Context: an optimization exercise on an open-source flow, tuned for small area and a short achievable clock period. The choices shown serve that exercise and are no tape-out recipe. Only simulation tests tie the RTL to the original design; equivalence was not proved. Power and IR drop assume default switching activity.

===== flow/run.sh =====
#!/bin/bash
# synth_recipe.tcl (not shown) runs the flow's synth.tcl, then flattens the netlist and writes it again
# the make line also repeats each setting of config.mk as NAME=value (left out here)
make -C /OpenROAD-flow-scripts/flow DESIGN_CONFIG=/design/flow/config.mk WORK_HOME=/design/flow/orfs CLKGATE_MAP_FILE= SYNTH_SCRIPT=/design/flow/synth_recipe.tcl finish

===== flow/config.mk =====
export PLATFORM = sky130hd
export DESIGN_NAME = reg_alu
export DESIGN_NICKNAME = reg_alu
export VERILOG_FILES = /design/flow/design.v
export SDC_FILE = /design/flow/constraint.sdc
export NUM_CORES = 4
export LEC_CHECK = 0
export CAP_MARGIN = 20
export CORE_MARGIN = 2
export CORE_UTILIZATION = 40
export SLEW_MARGIN = 20

===== flow/constraint.sdc =====
create_clock -name core_clock -period 10.0 [get_ports {clk}]
set_input_delay 2.0000 -clock core_clock [delete_from_list [all_inputs] [get_ports {clk}]]
set_output_delay 2.0000 -clock core_clock [all_outputs]
set_load 0.01 [all_outputs]

===== flow/design.v =====
module invert (input wire i, output wire o);
   assign o = !i;
endmodule
module and2 (input wire i0, i1, output wire o);
  assign o = i0 & i1;
endmodule
module or2 (input wire i0, i1, output wire o);
  assign o = i0 | i1;
endmodule
module xor2 (input wire i0, i1, output wire o);
  assign o = i0 ^ i1;
endmodule
module nand2 (input wire i0, i1, output wire o);
   wire t;
   and2 and2_0 (i0, i1, t);
   invert invert_0 (t, o);
endmodule
module nor2 (input wire i0, i1, output wire o);
   wire t;
   or2 or2_0 (i0, i1, t);
   invert invert_0 (t, o);
endmodule
module xnor2 (input wire i0, i1, output wire o);
   wire t;
   xor2 xor2_0 (i0, i1, t);
   invert invert_0 (t, o);
endmodule
module and3 (input wire i0, i1, i2, output wire o);
   wire t;
   and2 and2_0 (i0, i1, t);
   and2 and2_1 (i2, t, o);
endmodule
module or3 (input wire i0, i1, i2, output wire o);
   wire t;
   or2 or2_0 (i0, i1, t);
   or2 or2_1 (i2, t, o);
endmodule
module nor3 (input wire i0, i1, i2, output wire o);
   wire t;
   or2 or2_0 (i0, i1, t);
   nor2 nor2_0 (i2, t, o);
endmodule
module nand3 (input wire i0, i1, i2, output wire o);
   wire t;
   and2 and2_0 (i0, i1, t);
   nand2 nand2_1 (i2, t, o);
endmodule
module xor3 (input wire i0, i1, i2, output wire o);
   wire t;
   xor2 xor2_0 (i0, i1, t);
   xor2 xor2_1 (i2, t, o);
endmodule
module xnor3 (input wire i0, i1, i2, output wire o);
   wire t;
   xor2 xor2_0 (i0, i1, t);
   xnor2 xnor2_0 (i2, t, o);
endmodule
module mux2 (input wire i0, i1, j, output wire o);
  assign o = (j==0)?i0:i1;
endmodule
module mux4 (input wire [0:3] i, input wire j1, j0, output wire o);
  wire  t0, t1;
  mux2 mux2_0 (i[0], i[1], j1, t0);
  mux2 mux2_1 (i[2], i[3], j1, t1);
  mux2 mux2_2 (t0, t1, j0, o);
endmodule
module mux8 (input wire [0:7] i, input wire j2, j1, j0, output wire o);
  wire  t0, t1;
  mux4 mux4_0 (i[0:3], j2, j1, t0);
  mux4 mux4_1 (i[4:7], j2, j1, t1);
  mux2 mux2_0 (t0, t1, j0, o);
endmodule
module demux2 (input wire i, j, output wire o0, o1);
  assign o0 = (j==0)?i:1'b0;
  assign o1 = (j==1)?i:1'b0;
endmodule
module demux4 (input wire i, j1, j0, output wire [0:3] o);
  wire  t0, t1;
  demux2 demux2_0 (i, j1, t0, t1);
  demux2 demux2_1 (t0, j0, o[0], o[1]);
  demux2 demux2_2 (t1, j0, o[2], o[3]);
endmodule
module demux8 (input wire i, j2, j1, j0, output wire [0:7] o);
  wire  t0, t1;
  demux2 demux2_0 (i, j2, t0, t1);
  demux4 demux4_0 (t0, j1, j0, o[0:3]);
  demux4 demux4_1 (t1, j1, j0, o[4:7]);
endmodule
module df (input wire clk, in, output wire out);
  reg df_out;
  always@(posedge clk) df_out <= in;
  assign out = df_out;
endmodule
module dfr (input wire clk, reset, in, output wire out);
  wire reset_, df_in;
  invert invert_0 (reset, reset_);
  and2 and2_0 (in, reset_, df_in);
  df df_0 (clk, df_in, out);
endmodule
module dfrl (input wire clk, reset, load, in, output wire out);
  wire _in;
  mux2 mux2_0(out, in, load, _in);
  dfr dfr_1(clk, reset, _in, out);
endmodule
module dfs (input wire clk, set, in, output wire out);
  wire dfr_in,dfr_out;
  invert invert_0(in, dfr_in);
  invert invert_1(dfr_out, out);
  dfr dfr_2(clk, set, dfr_in, dfr_out);
endmodule
module dfsl (input wire clk, set, load, in, output wire out);
  wire _in;
  mux2 mux2_0(out, in, load, _in);
  dfs dfs_1(clk, set, _in, out);
endmodule
module fa (input wire i0, i1, cin, output wire sum, cout);
   wire t0, t1, t2;
   xor3 _i0 (i0, i1, cin, sum);
   and2 _i1 (i0, i1, t0);
   and2 _i2 (i1, cin, t1);
   and2 _i3 (cin, i0, t2);
   or3 _i4 (t0, t1, t2, cout);
endmodule
module addsub (input wire addsub, i0, i1, cin, output wire sumdiff, cout);
  wire t;
  fa _i0 (i0, t, cin, sumdiff, cout);
  xor2 _i1 (i1, addsub, t);
endmodule
module alu_slice (input wire [1:0] op, input wire i0, i1, cin, output wire o, cout);
   wire t_sumdiff, t_and, t_or, t_andor;
   addsub _i0 (op[0], i0, i1, cin, t_sumdiff, cout);
   and2 _i1 (i0, i1, t_and);
   or2 _i2 (i0, i1, t_or);
   mux2 _i3 (t_and, t_or, op[0], t_andor);
   mux2 _i4 (t_sumdiff, t_andor, op[1], o);
endmodule
module alu (input wire [1:0] op, input wire [15:0] i0, i1,
    output wire [15:0] o, output wire cout);
   wire	[14:0] c;
   alu_slice _i0 (op, i0[0], i1[0], op[0] , o[0], c[0]);
   alu_slice _i1 (op, i0[1], i1[1], c[0], o[1], c[1]);
   alu_slice _i2 (op, i0[2], i1[2], c[1], o[2], c[2]);
   alu_slice _i3 (op, i0[3], i1[3], c[2], o[3], c[3]);
   alu_slice _i4 (op, i0[4], i1[4], c[3], o[4], c[4]);
   alu_slice _i5 (op, i0[5], i1[5], c[4], o[5], c[5]);
   alu_slice _i6 (op, i0[6], i1[6], c[5], o[6], c[6]);
   alu_slice _i7 (op, i0[7], i1[7], c[6], o[7], c[7]);
   alu_slice _i8 (op, i0[8], i1[8], c[7], o[8], c[8]);
   alu_slice _i9 (op, i0[9], i1[9], c[8], o[9], c[9]);
   alu_slice _i10 (op, i0[10], i1[10], c[9] , o[10], c[10]);
   alu_slice _i11 (op, i0[11], i1[11], c[10], o[11], c[11]);
   alu_slice _i12 (op, i0[12], i1[12], c[11], o[12], c[12]);
   alu_slice _i13 (op, i0[13], i1[13], c[12], o[13], c[13]);
   alu_slice _i14 (op, i0[14], i1[14], c[13], o[14], c[14]);
   alu_slice _i15 (op, i0[15], i1[15], c[14], o[15], cout);
endmodule
module reg_file (input wire clk, reset, wr, input wire [2:0] rd_addr_a, rd_addr_b, wr_addr, input wire [15:0] d_in, output wire [15:0] d_out_a, d_out_b);
	wire [15:0] t0, t1, t2, t3, t4, t5, t6, t7, reg_op0, reg_op1,  reg_op2,  reg_op3,  reg_op4,  reg_op5,  reg_op6,  reg_op7;
	wire [0:7] wrload;
	STBitDemux8 writer(wr_addr, d_in, t0, t1, t2, t3, t4, t5, t6, t7);
	demux8 load_demux(wr, wr_addr[2], wr_addr[1], wr_addr[0], wrload);
	STBitReg reg_0(clk, reset, wrload[0], d_in, reg_op0);
	STBitReg reg_1(clk, reset, wrload[1], d_in, reg_op1);
	STBitReg reg_2(clk, reset, wrload[2], d_in, reg_op2);
	STBitReg reg_3(clk, reset, wrload[3], d_in, reg_op3);
	STBitReg reg_4(clk, reset, wrload[4], d_in, reg_op4);
	STBitReg reg_5(clk, reset, wrload[5], d_in, reg_op5);
	STBitReg reg_6(clk, reset, wrload[6], d_in, reg_op6);
	STBitReg reg_7(clk, reset, wrload[7], d_in, reg_op7);
	STBitMux8 read_a(rd_addr_a, reg_op0, reg_op1,  reg_op2,  reg_op3,  reg_op4,  reg_op5,  reg_op6,  reg_op7, d_out_a);
	STBitMux8 read_b(rd_addr_b, reg_op0, reg_op1,  reg_op2,  reg_op3,  reg_op4,  reg_op5,  reg_op6,  reg_op7, d_out_b);
endmodule
module reg_alu (input wire clk, reset, sel, wr, input wire [1:0] op, input wire [2:0] rd_addr_a,
		rd_addr_b, wr_addr, input wire [15:0] d_in, output wire [15:0] d_out_a, d_out_b, output wire cout);
	wire [15:0] alu_outp, reg_din;
	wire alu_cout;
	reg_file reg_m(clk, reset, wr, rd_addr_a, rd_addr_b, wr_addr, reg_din, d_out_a, d_out_b);
	STBitMux2 din_mux(d_in, alu_outp, sel, reg_din);
	alu alu_m(op, d_out_a, d_out_b, alu_outp, alu_cout);
	dfr cout_dfr(clk, reset, alu_cout, cout);
endmodule
module STBitReg(input wire clk, rst, load, input wire[15:0] inp, output wire [15:0] outp);
	dfrl dfrl_0( clk, rst, load, inp[0], outp[0] );
	dfrl dfrl_1( clk, rst, load, inp[1], outp[1] );
	dfrl dfrl_2( clk, rst, load, inp[2], outp[2] );
	dfrl dfrl_3( clk, rst, load, inp[3], outp[3] );
	dfrl dfrl_4( clk, rst, load, inp[4], outp[4] );
	dfrl dfrl_5( clk, rst, load, inp[5], outp[5] );
	dfrl dfrl_6( clk, rst, load, inp[6], outp[6] );
	dfrl dfrl_7( clk, rst, load, inp[7], outp[7] );
	dfrl dfrl_8( clk, rst, load, inp[8], outp[8] );
	dfrl dfrl_9( clk, rst, load, inp[9], outp[9] );
	dfrl dfrl_10( clk, rst, load, inp[10], outp[10] );
	dfrl dfrl_11( clk, rst, load, inp[11], outp[11] );
	dfrl dfrl_12( clk, rst, load, inp[12], outp[12] );
	dfrl dfrl_13( clk, rst, load, inp[13], outp[13] );
	dfrl dfrl_14( clk, rst, load, inp[14], outp[14] );
	dfrl dfrl_15( clk, rst, load, inp[15], outp[15] );
endmodule
module STBitDemux8(input wire [2:0] s, input wire [15:0] inp, output [15:0] o0, o1, o2, o3, o4, o5, o6, o7);
	demux8 b_0( inp[0], s[2], s[1], s[0], { o0[0], o1[0], o2[0], o3[0], o4[0], o5[0], o6[0], o7[0] } );
	demux8 b_1( inp[1], s[2], s[1], s[0], { o0[1], o1[1], o2[1], o3[1], o4[1], o5[1], o6[1], o7[1] } );
	demux8 b_2( inp[2], s[2], s[1], s[0], { o0[2], o1[2], o2[2], o3[2], o4[2], o5[2], o6[2], o7[2] } );
	demux8 b_3( inp[3], s[2], s[1], s[0], { o0[3], o1[3], o2[3], o3[3], o4[3], o5[3], o6[3], o7[3] } );
	demux8 b_4( inp[4], s[2], s[1], s[0], { o0[4], o1[4], o2[4], o3[4], o4[4], o5[4], o6[4], o7[4] } );
	demux8 b_5( inp[5], s[2], s[1], s[0], { o0[5], o1[5], o2[5], o3[5], o4[5], o5[5], o6[5], o7[5] } );
	demux8 b_6( inp[6], s[2], s[1], s[0], { o0[6], o1[6], o2[6], o3[6], o4[6], o5[6], o6[6], o7[6] } );
	demux8 b_7( inp[7], s[2], s[1], s[0], { o0[7], o1[7], o2[7], o3[7], o4[7], o5[7], o6[7], o7[7] } );
	demux8 b_8( inp[8], s[2], s[1], s[0], { o0[8], o1[8], o2[8], o3[8], o4[8], o5[8], o6[8], o7[8] } );
	demux8 b_9( inp[9], s[2], s[1], s[0], { o0[9], o1[9], o2[9], o3[9], o4[9], o5[9], o6[9], o7[9] } );
	demux8 b_10( inp[10], s[2], s[1], s[0], { o0[10], o1[10], o2[10], o3[10], o4[10], o5[10], o6[10], o7[10] } );
	demux8 b_11( inp[11], s[2], s[1], s[0], { o0[11], o1[11], o2[11], o3[11], o4[11], o5[11], o6[11], o7[11] } );
	demux8 b_12( inp[12], s[2], s[1], s[0], { o0[12], o1[12], o2[12], o3[12], o4[12], o5[12], o6[12], o7[12] } );
	demux8 b_13( inp[13], s[2], s[1], s[0], { o0[13], o1[13], o2[13], o3[13], o4[13], o5[13], o6[13], o7[13] } );
	demux8 b_14( inp[14], s[2], s[1], s[0], { o0[14], o1[14], o2[14], o3[14], o4[14], o5[14], o6[14], o7[14] } );
	demux8 b_15( inp[15], s[2], s[1], s[0], { o0[15], o1[15], o2[15], o3[15], o4[15], o5[15], o6[15], o7[15] } );
endmodule
module STBitMux8(input wire [2:0] s, input wire [15:0] i0, i1, i2, i3, i4, i5, i6, i7, output wire [15:0] out);
	mux8 b_0( { i0[0], i1[0], i2[0], i3[0], i4[0], i5[0], i6[0], i7[0] }, s[0], s[1], s[2], out[0] );
	mux8 b_1( { i0[1], i1[1], i2[1], i3[1], i4[1], i5[1], i6[1], i7[1] }, s[0], s[1], s[2], out[1] );
	mux8 b_2( { i0[2], i1[2], i2[2], i3[2], i4[2], i5[2], i6[2], i7[2] }, s[0], s[1], s[2], out[2] );
	mux8 b_3( { i0[3], i1[3], i2[3], i3[3], i4[3], i5[3], i6[3], i7[3] }, s[0], s[1], s[2], out[3] );
	mux8 b_4( { i0[4], i1[4], i2[4], i3[4], i4[4], i5[4], i6[4], i7[4] }, s[0], s[1], s[2], out[4] );
	mux8 b_5( { i0[5], i1[5], i2[5], i3[5], i4[5], i5[5], i6[5], i7[5] }, s[0], s[1], s[2], out[5] );
	mux8 b_6( { i0[6], i1[6], i2[6], i3[6], i4[6], i5[6], i6[6], i7[6] }, s[0], s[1], s[2], out[6] );
	mux8 b_7( { i0[7], i1[7], i2[7], i3[7], i4[7], i5[7], i6[7], i7[7] }, s[0], s[1], s[2], out[7] );
	mux8 b_8( { i0[8], i1[8], i2[8], i3[8], i4[8], i5[8], i6[8], i7[8] }, s[0], s[1], s[2], out[8] );
	mux8 b_9( { i0[9], i1[9], i2[9], i3[9], i4[9], i5[9], i6[9], i7[9] }, s[0], s[1], s[2], out[9] );
	mux8 b_10( { i0[10], i1[10], i2[10], i3[10], i4[10], i5[10], i6[10], i7[10] }, s[0], s[1], s[2], out[10] );
	mux8 b_11( { i0[11], i1[11], i2[11], i3[11], i4[11], i5[11], i6[11], i7[11] }, s[0], s[1], s[2], out[11] );
	mux8 b_12( { i0[12], i1[12], i2[12], i3[12], i4[12], i5[12], i6[12], i7[12] }, s[0], s[1], s[2], out[12] );
	mux8 b_13( { i0[13], i1[13], i2[13], i3[13], i4[13], i5[13], i6[13], i7[13] }, s[0], s[1], s[2], out[13] );
	mux8 b_14( { i0[14], i1[14], i2[14], i3[14], i4[14], i5[14], i6[14], i7[14] }, s[0], s[1], s[2], out[14] );
	mux8 b_15( { i0[15], i1[15], i2[15], i3[15], i4[15], i5[15], i6[15], i7[15] }, s[0], s[1], s[2], out[15] );
endmodule
module STBitMux2(input [15:0] i0, i1, input s, output [15:0] o);
    mux2 op_0( i0[0], i1[0], s, o[0] );
    mux2 op_1( i0[1], i1[1], s, o[1] );
    mux2 op_2( i0[2], i1[2], s, o[2] );
    mux2 op_3( i0[3], i1[3], s, o[3] );
    mux2 op_4( i0[4], i1[4], s, o[4] );
    mux2 op_5( i0[5], i1[5], s, o[5] );
    mux2 op_6( i0[6], i1[6], s, o[6] );
    mux2 op_7( i0[7], i1[7], s, o[7] );
    mux2 op_8( i0[8], i1[8], s, o[8] );
    mux2 op_9( i0[9], i1[9], s, o[9] );
    mux2 op_10( i0[10], i1[10], s, o[10] );
    mux2 op_11( i0[11], i1[11], s, o[11] );
    mux2 op_12( i0[12], i1[12], s, o[12] );
    mux2 op_13( i0[13], i1[13], s, o[13] );
    mux2 op_14( i0[14], i1[14], s, o[14] );
    mux2 op_15( i0[15], i1[15], s, o[15] );
endmodule

==> run notes, run 1 <==
outcome=complete, no violations; Switching Fraction=25.9%; internal power=991 uW; layout cells sized above 1=18.4%; detail-routed via count per cell=5.60; TritonCTS buffer count=17; signed area change from the synthesized netlist to the final layout=14.1%; Post-Synthesis Net Count=1009; detailed-placement wirelength estimate=15900 um; class of the tightest hold or removal check=register to register; total power after layout=1340 uW; post-route fraction of the period consumed by the critical path=95.2%; total global routing overflow=0; critical path endpoint category=register; post-synthesis adder-cell area fraction=5.62%; via count=7061; maximum number of pins on one net before global-route repair=86; Starting Density=41.0%; Non-Filler Instances=1260; met1 usage in global routing=30.4%; final net count=1025; Layout Utilization=46.8%; worst r2r src=reg_m.reg_2.dfrl_1.dfr_1.df_0.df_out; die area=22100 um^2; x dimension of the die=149 um; number of H-tree levels=4; post-cts sizing count=0; hold_buf cts=0; setup repair after global routing missed its margin=false; worst min-delay path startpoint=reg_m.reg_6.dfrl_12.dfr_1.df_0.df_out; Max Root-Sink Buffers=2; port buffer count=63; area of the core region=20400 um^2; mapped cell area=8350 um^2; cell with the largest stage delay on the worst path=mux4_2; met2 GRT Util=37.0%; maximum frequency from static timing analysis=105 MHz; max-capacitance violation count=0; post-synthesis simple-gate area fraction=12.5%; Synth area leader=dfxtp_1; Cells after DPL=1230; clock network power share=45.9%; Most Used Layer, Global Route=met2; Seq cells post-synth=129; power density of the placed cells=140 nW/um^2; number of antenna violations at the first check in global routing=0; Post-CTS Repair Setup Buffers=0; Slew Viols, Final=0; clock tree root buffer cell=clkbuf_16; part of the total power dissipated in combinational logic=14.1%; share of cell area taken by muxes after synthesis=22.3%; Min Clock Period, post-route=9520 ps; share of flip-flops with an asynchronous set or reset=0%; data arrival time of the worst path=9800 ps; top cells by instance count after synthesis=o21ai_1, dfxtp_1, nand2_1; Pleak=0.00335 uW; Routed WL=24000 um; required time worst endpoint=10280 ps; clk sinks=129; synth top area cells=dfxtp_1, mux4_2, o21ai_1, a21oi_1, nand2_1; switching power summed over all nets=346 uW; count of mapped cells out of synthesis=963; clock tree from TritonCTS=yes; compound-cell area share of the yosys netlist=18.2%; final hold violation count=0; critical path class=primary input to register; Syn Area/Cell=8.67 um^2; clock insertion delay at the later pin of the skew report=420 ps; met3 demand-to-capacity share in global routing=3.80%; most frequently used cell type in the post-synthesis netlist=o21ai_1; predominant post-synthesis flop cell=dfxtp_1; total routing resource utilization after global routing=22.4%; most repeated library cell on the critical path=fa_1; start point of the critical path=rd_addr_b[2]; average wire length per cell after detail routing=19.1 um; Setup crit start kind=primary input; relative contribution of sequential cells to total power=39.9%; Slew HR=36.1%; final antenna-violating net count=0; via count of the first global-routing pass=6769; largest family of logic cells by synthesized area=multiplexers; final clock skew=8.50 ps; highest fanout seen on the critical path=8; placer congestion estimate=0.815; length of the first detailed-routing pass in iterations=5; clock-pin slew of the registers on the worst-case setup and hold paths=50 ps; first-pass GRT wire length=37800 um; row count=52; post-synth cell types=36; Starting DRT DRC Count=479; proportion of synthesized chip area in sequential cells=30.9%; die extent in y=149 um; setup-violating endpoint count in the final report=0; count of flip-flops with a built-in enable after synthesis=0; top cell type's share of synthesized area=30.9%; DRC violations left=0; antenna cells=0; count of boundary I/O pins=64; share of the synthesized netlist area taken by xor and xnor gates=1.57%; Syn. warnings=1; Max rail drop VDD=117 uV; Max stage delay on crit path=500 ps; Worst-Margin Slew=958 ps
routing by layer:
layer	share of wire (%)	vias up	routed length (um)
met1	44	3416	10700
li1	-	3387	-
met5	0	-	0
met4	1.4	0	345
met3	5.9	25	1420
met2	48	233	11600
cells by family after synthesis:
| kind of cell | Yosys count |
|---|---|
| compound gates | 287 |
| simple gates | 270 |
| buf+inv | 136 |
| flops | 129 |
| mux | 96 |
| fa+ha+maj | 30 |
| xor+xnor | 15 |
critical path, delay by kind of cell:
family | cells | cell delay [ps]
compound gates | 3 | 290
xor+xnor | 1 | 200
fa+ha+maj | 15 | 6000
buf+inv | 4 | 470
mux | 2 | 790
simple gates | 1 | 50
through the flow:
stage | hold WS [ps] | setup TNS (ps) | instance area (um^2) | worst slack [ps]
after floorplan | 443 | 0 | 8350 | 119
after global placement | 452 | 0 | 8950 | 118
after detailed placement | 457 | -11.8 | 8960 | -6.05
after CTS | 465 | 0 | 9530 | 431
after global routing | 487 | 0 | 9530 | 136
final | 462 | 0 | 9530 | 478
power by group through the flow:
stage	clock [uW]	combinational (uW)	sequential, uW
after CTS	622	188	534
after global placement	0	186	544
after detailed placement	0	187	545
final	614	189	534
after global routing	643	204	535
after floorplan	0	133	542
path summary, 6_finish.rpt:
kind / endpoint / slack [ps] / depth (start not counted)
min reg2reg: reg_m.reg_6.dfrl_12.dfr_1.df_0.df_out / 460 / 2
min: reg_m.reg_6.dfrl_12.dfr_1.df_0.df_out / 460 / 2
max reg2reg: reg_m.reg_2.dfrl_15.dfr_1.df_0.df_out / 1920 / 25
max: reg_m.reg_2.dfrl_15.dfr_1.df_0.df_out / 480 / 26
placed cells by master, fill, tap and decap left out, types with 5 or more instances in the layout:
master           synthesis  final
a21oi_1                126    126
clkdlybuf4s50_1          0     57
xnor2_1                 12     12
dfxtp_1                129    129
buf_2                    7      5
nand2_1                129    129
o2bb2ai_1                5      5
nor2_1                 126    126
mux2_4                  15     15
nor2b_1                  6      5
maj3_2                  15     15
buf_4                   32     39
a22o_1                   6      6
o21ai_1                137    137
fa_1                    15     15
inv_1                   32     32
mux2_2                  15     15
clkbuf_16                0     17
mux4_2                  64     64
final cells by class:
class / instances / area, um^2
Inverter: 32 / 120
Tap cell: 270 / 338
Clock buffer: 25 / 495
Sequential cell: 129 / 2580
Multi-Input combinational cell: 698 / 5030
Timing Repair Buffer: 101 / 888
Clock inverter: 5 / 77.6
Fill cell: 1976 / 10800
==> run 2, diff against run 1 <==
==> flow/design.v (replaced) <==
module alu (input wire [1:0] op, input wire [15:0] a, b,
            output wire [15:0] y, output wire co);
   wire [15:0] bx = b ^ {16{op[0]}};
   wire [15:0] p  = a ^ bx;
   wire [15:0] g0 = a & bx;
   wire [15:0] t0 = a | bx;
   wire [15:0] G0 = {g0[15:1], g0[0] | (t0[0] & op[0])};
   wire [15:0] P0 = t0;
   wire [15:0] G1, P1, G2, P2, G3, P3, G4, P4;
   genvar i;
   generate
      for (i = 0; i < 16; i = i + 1) begin : pf
         if (i % 2 == 1) begin : l1
            assign G1[i] = G0[i] | (P0[i] & G0[i-1]);
            assign P1[i] = P0[i] & P0[i-1];
         end else begin : l1n
            assign G1[i] = G0[i];
            assign P1[i] = P0[i];
         end
         if (i % 4 >= 2) begin : l2
            assign G2[i] = G1[i] | (P1[i] & G1[(i/4)*4+1]);
            assign P2[i] = P1[i] & P1[(i/4)*4+1];
         end else begin : l2n
            assign G2[i] = G1[i];
            assign P2[i] = P1[i];
         end
         if (i % 8 >= 4) begin : l3
            assign G3[i] = G2[i] | (P2[i] & G2[(i/8)*8+3]);
            assign P3[i] = P2[i] & P2[(i/8)*8+3];
         end else begin : l3n
            assign G3[i] = G2[i];
            assign P3[i] = P2[i];
         end
         if (i % 16 >= 8) begin : l4
            assign G4[i] = G3[i] | (P3[i] & G3[7]);
            assign P4[i] = P3[i] & P3[7];
         end else begin : l4n
            assign G4[i] = G3[i];
            assign P4[i] = P3[i];
         end
      end
   endgenerate
   wire [15:0] ci = {G4[14:0], op[0]};
   wire [15:0] s  = p ^ ci;
   wire [15:0] l  = op[0] ? (a | b) : (a & b);
   assign y  = op[1] ? l : s;
   assign co = G4[15];
endmodule
module reg_alu (input wire clk, reset, sel, wr, input wire [1:0] op,
                input wire [2:0] rd_addr_a, rd_addr_b, wr_addr,
                input wire [15:0] d_in,
                output wire [15:0] d_out_a, d_out_b, output wire cout);
   reg [15:0] r0, r1, r2, r3, r4, r5, r6, r7;
   reg        c_q;
   wire [15:0] a, b, y;
   wire        c;
   rf_read rda (rd_addr_a, r0, r1, r2, r3, r4, r5, r6, r7, a);
   rf_read rdb (rd_addr_b, r0, r1, r2, r3, r4, r5, r6, r7, b);
   alu alu_m (op, a, b, y, c);
   wire [15:0] wd = reset ? 16'h0000 : (sel ? y : d_in);
   wire [7:0]  hit = {8{wr}} & (8'b1 << wr_addr);
   wire [7:0]  en  = hit | {8{reset}};
   always @(posedge clk) begin
      if (en[0]) r0 <= wd;
      if (en[1]) r1 <= wd;
      if (en[2]) r2 <= wd;
      if (en[3]) r3 <= wd;
      if (en[4]) r4 <= wd;
      if (en[5]) r5 <= wd;
      if (en[6]) r6 <= wd;
      if (en[7]) r7 <= wd;
      c_q <= c & ~reset;
   end
   assign d_out_a = a;
   assign d_out_b = b;
   assign cout = c_q;
endmodule
module rf_read (input wire [2:0] s, input wire [15:0] i0, i1, i2, i3, i4, i5, i6, i7,
                output reg [15:0] o);
   always @(*)
      case (s)
        3'd0: o = i0;
        3'd1: o = i1;
        3'd2: o = i2;
        3'd3: o = i3;
        3'd4: o = i4;
        3'd5: o = i5;
        3'd6: o = i6;
        default: o = i7;
      endcase
endmodule
==> run notes, run 2 <==
switching power summed over all nets=551 uW (+59%); placer congestion estimate=0.913 (+12%); first-pass GRT wire length=36900 um (-2.4%); Total Neg Setup Slack=0 ps (unchanged); critical path endpoint category=output pin; Post-Synthesis Net Count=769 (-24%); required time worst endpoint=8000 ps (-2280 ps); Non-Filler Instances=1032 (-18%); Syn. warnings=2 (+1); clk sinks=129 (unchanged); clock insertion delay at the later pin of the skew report=420 ps (about the same); total routing resource utilization after global routing=22.8% (+0.45 points); Slew Viols, Final=0 (unchanged); start point of the critical path=rd_addr_a[0]; final antenna-violating net count=0 (unchanged); Routed WL=24200 um (+0.81%); Worst-Margin Slew=1180 ps (+223 ps); Starting Density=40.9% (-0.12 points); power density of the placed cells=193 nW/um^2 (+37%); number of H-tree levels=4 (unchanged); clock network power share=34.1% (-12 points); outcome=complete, no violations; length of the first detailed-routing pass in iterations=5 (unchanged); post-synth cell types=80 (+120%); max-capacitance violation count=0 (unchanged); Syn Area/Cell=11.3 um^2 (+31%); class of the tightest hold or removal check=register to register; Synth area leader=edfxtp_1; Post-CTS Repair Setup Buffers=0 (unchanged); setup repair after global routing missed its margin=false; Cells after DPL=999 (-19%); final clock skew=7.30 ps (-1.20 ps); critical path class=primary input to output pin; proportion of synthesized chip area in sequential cells=48.2% (+17 points); relative contribution of sequential cells to total power=40.0% (about the same); count of mapped cells out of synthesis=706 (-27%); via count of the first global-routing pass=5970 (-12%); Min Clock Period, post-route=7340 ps (-2180 ps); top cells by instance count after synthesis=edfxtp_1, nor2_1, inv_1; most frequently used cell type in the post-synthesis netlist=edfxtp_1; row count=51 (-1.9%); most frequent cells in the layout=edfxtp_1, nor2_1, clkdlybuf4s50_1; die extent in y=146 um (-2.0%); Switching Fraction=30.6% (+4.8 points); count of flip-flops with a built-in enable after synthesis=128 (+128); via count=6251 (-11%); count of boundary I/O pins=64 (unchanged); worst setup slack for register-to-register paths=5710 ps (+3790 ps); setup-violating endpoint count in the final report=0 (unchanged); number of antenna violations at the first check in global routing=0 (unchanged); clock-pin slew of the registers on the worst-case setup and hold paths=60 ps (about the same); total global routing overflow=0 (unchanged); die area=21200 um^2 (-4.0%); signed area change from the synthesized netlist to the final layout=16.5%; DRC violations left=0 (unchanged); sequential standard cell area=3860 um^2 (+50%); area of the core region=19600 um^2 (-3.8%); post-cts sizing count=0 (unchanged); final net count=817 (-20%); detail-routed via count per cell=6.06 (+8.1%); x dimension of the die=146 um (-2.0%); detailed-placement wirelength estimate=16600 um (+4.5%); predominant post-synthesis flop cell=edfxtp_1; worst r2r src=r4[1]; Max Root-Sink Buffers=2 (unchanged); highest fanout seen on the critical path=20 (+12); total area of multi-input combinational cells=3680 um^2 (-27%); total power after layout=1800 uW (+35%); hold_buf cts=0 (unchanged); Seq cells post-synth=129 (unchanged); share of flip-flops with an asynchronous set or reset=0% (unchanged); maximum number of pins on one net before global-route repair=50 (-42%); Pleak=0.00349 uW (+4.0%); clock tree from TritonCTS=yes; antenna cells=0 (unchanged); average wire length per cell after detail routing=23.5 um (+23%); Max rail drop VDD=139 uV (+18%); layout cells sized above 1=14.1% (-4.3 points); mapped cell area=8010 um^2 (-4.1%); port buffer count=63 (unchanged); fill cell count=1746 (-12%); reg2reg path depth=13 (-48%); data arrival time of the worst path=5340 ps (-4460 ps); Starting DRT DRC Count=827 (+73%); clock tree root buffer cell=clkbuf_16; r2r endpoint=r4[5]; leading cell type in the layout, fill and taps excluded=edfxtp_1; maximum frequency from static timing analysis=136 MHz (+30%); post-route fraction of the period consumed by the critical path=73.4% (-22 points); crit path capture=d_out_a[3]; Slew HR=20.4% (-16 points); post-route design area=9340 um^2 (-2.0%); placed cell areas=8740 um^2 (-2.4%); Setup crit start kind=primary input; synth top area cells=edfxtp_1, ha_1, mux2_2, mux4_2, nor2_1; final hold violation count=0 (unchanged); top cell type's share of synthesized area=48.0% (+17 points); part of the total power dissipated in combinational logic=26.0% (+12 points); TritonCTS buffer count=17 (unchanged); internal power=1250 uW (+26%)
==> run 2: changes by cell type after synthesis, sizes merged, moves of 19 or more <==
cell	delta
nor2	-61
o21ai	-107
edfxtp	+128
dfxtp	-128
clkbuf	-45
ha	+28
a21oi	-87
nand2	-88
a221oi	+19
mux4	-53
inv	+19
==> run 2: cell type report <==
class / count / share of cell area, %
Sequential cell: 129 / 41.4
Multi-Input combinational cell: 483 / 39.5
Timing Repair Buffer: 71 / 7.21
Clock buffer: 17 / 4.56
Tap cell: 265 / 3.55
Inverter: 52 / 2.09
Clock inverter: 15 / 1.73
==> run 2: power by group through the flow <==
stage | sequential [uW] | clock [uW] | combinational (uW)
2_1_floorplan | 712 | 0 | 310
3_3_place_gp | 726 | 0 | 449
3_5_place_dp | 726 | 0 | 458
4_1_cts | 717 | 616 | 461
5_1_grt | 724 | 641 | 507
6_report | 719 | 612 | 467
==> run 2: how the worst min path moves through the flow <==
stage               cells after the start  end  startpoint  slack (ps)
floorplan                               5  c_q      r7[15]         870
global placement                        5  c_q      r7[15]         970
detailed placement                      5  c_q      r7[15]         970
CTS                                     5  c_q      r7[15]         980
global route                            5  c_q      r7[15]        1080
finish                                  5  c_q      r7[15]        1010
==> run 2: logic make-up (layout without fill, tap and decap cells) <==
group                    count (synthesis)  count (layout)  share of synthesized area [%]
AO/OA/AOI/OAI                          191             191                           17.6
XOR/XNOR                                22              22                           2.41
multiplexers                            59              59                           9.62
AND/OR/NAND/NOR                        173             173                           10.1
adder cells (fa/ha/maj)                 38              38                           6.17
flip-flops                             129             129                           48.2
buffers and inverters                   94             155                           5.86
==> run 2: worst max-delay path, stage by stage <==
cell             delay (ps)
clkdlybuf4s50_1         980
buf_4                   390
nor2b_1                 400
a221oi_1                150
o21ai_0                 710
clkdlybuf4s50_1         690
==> run 2: routing by layer <==
metal / track usage, % / part of all wire (%)
met2: 35.4 / 45
met1: 32.3 / 44
met3: 3.86 / 8.1
met5: 0 / 0
met4: 8.24 / 2.6
==> run 2: per-stage QoR <==
| step | utilization, % | hold WS (ps) | setup slack (ps) |
|---|---|---|---|
| CTS | 47.6 | 984 | 2750 |
| floorplan | - | 865 | 4430 |
| detailed placement | 44.6 | 972 | 2380 |
| global route | 47.7 | 1080 | 2250 |
| finish | 47.7 | 1010 | 2660 |
| global placement | 44.6 | 969 | 2520 |

[separate check: timing with driven ports]
How much do the figures lean on ideal ports? The routed layouts below were timed once more, with nothing changed but the port constraints. Step 1: set_driving_cell puts a clkbuf_16 on clk and a buf_2 on each other input, an assumption about the parent block. Step 2, shift: input delay + t, output delay - t, t = (earliest + latest rising clock arrival at the registers) / 2. This alone moves slack from input paths to output paths. Three values: ideal ports, drivers, drivers and shift; two values: the first two.
run	shift t [ns]	setup WS [ns]	hold slack, ns
run 1	0.460	0.478 / 0.476 / 0.016	0.462 / 0.462 / 0.462
run 2	0.454	2.660 / 2.632 / 2.259	1.009 / 1.009 / 1.009
After both steps every run listed still meets setup and hold. For run 1, which loses most, drivers alone change the setup slack by -0.002 ns; drivers and shift together by -0.462 ns.
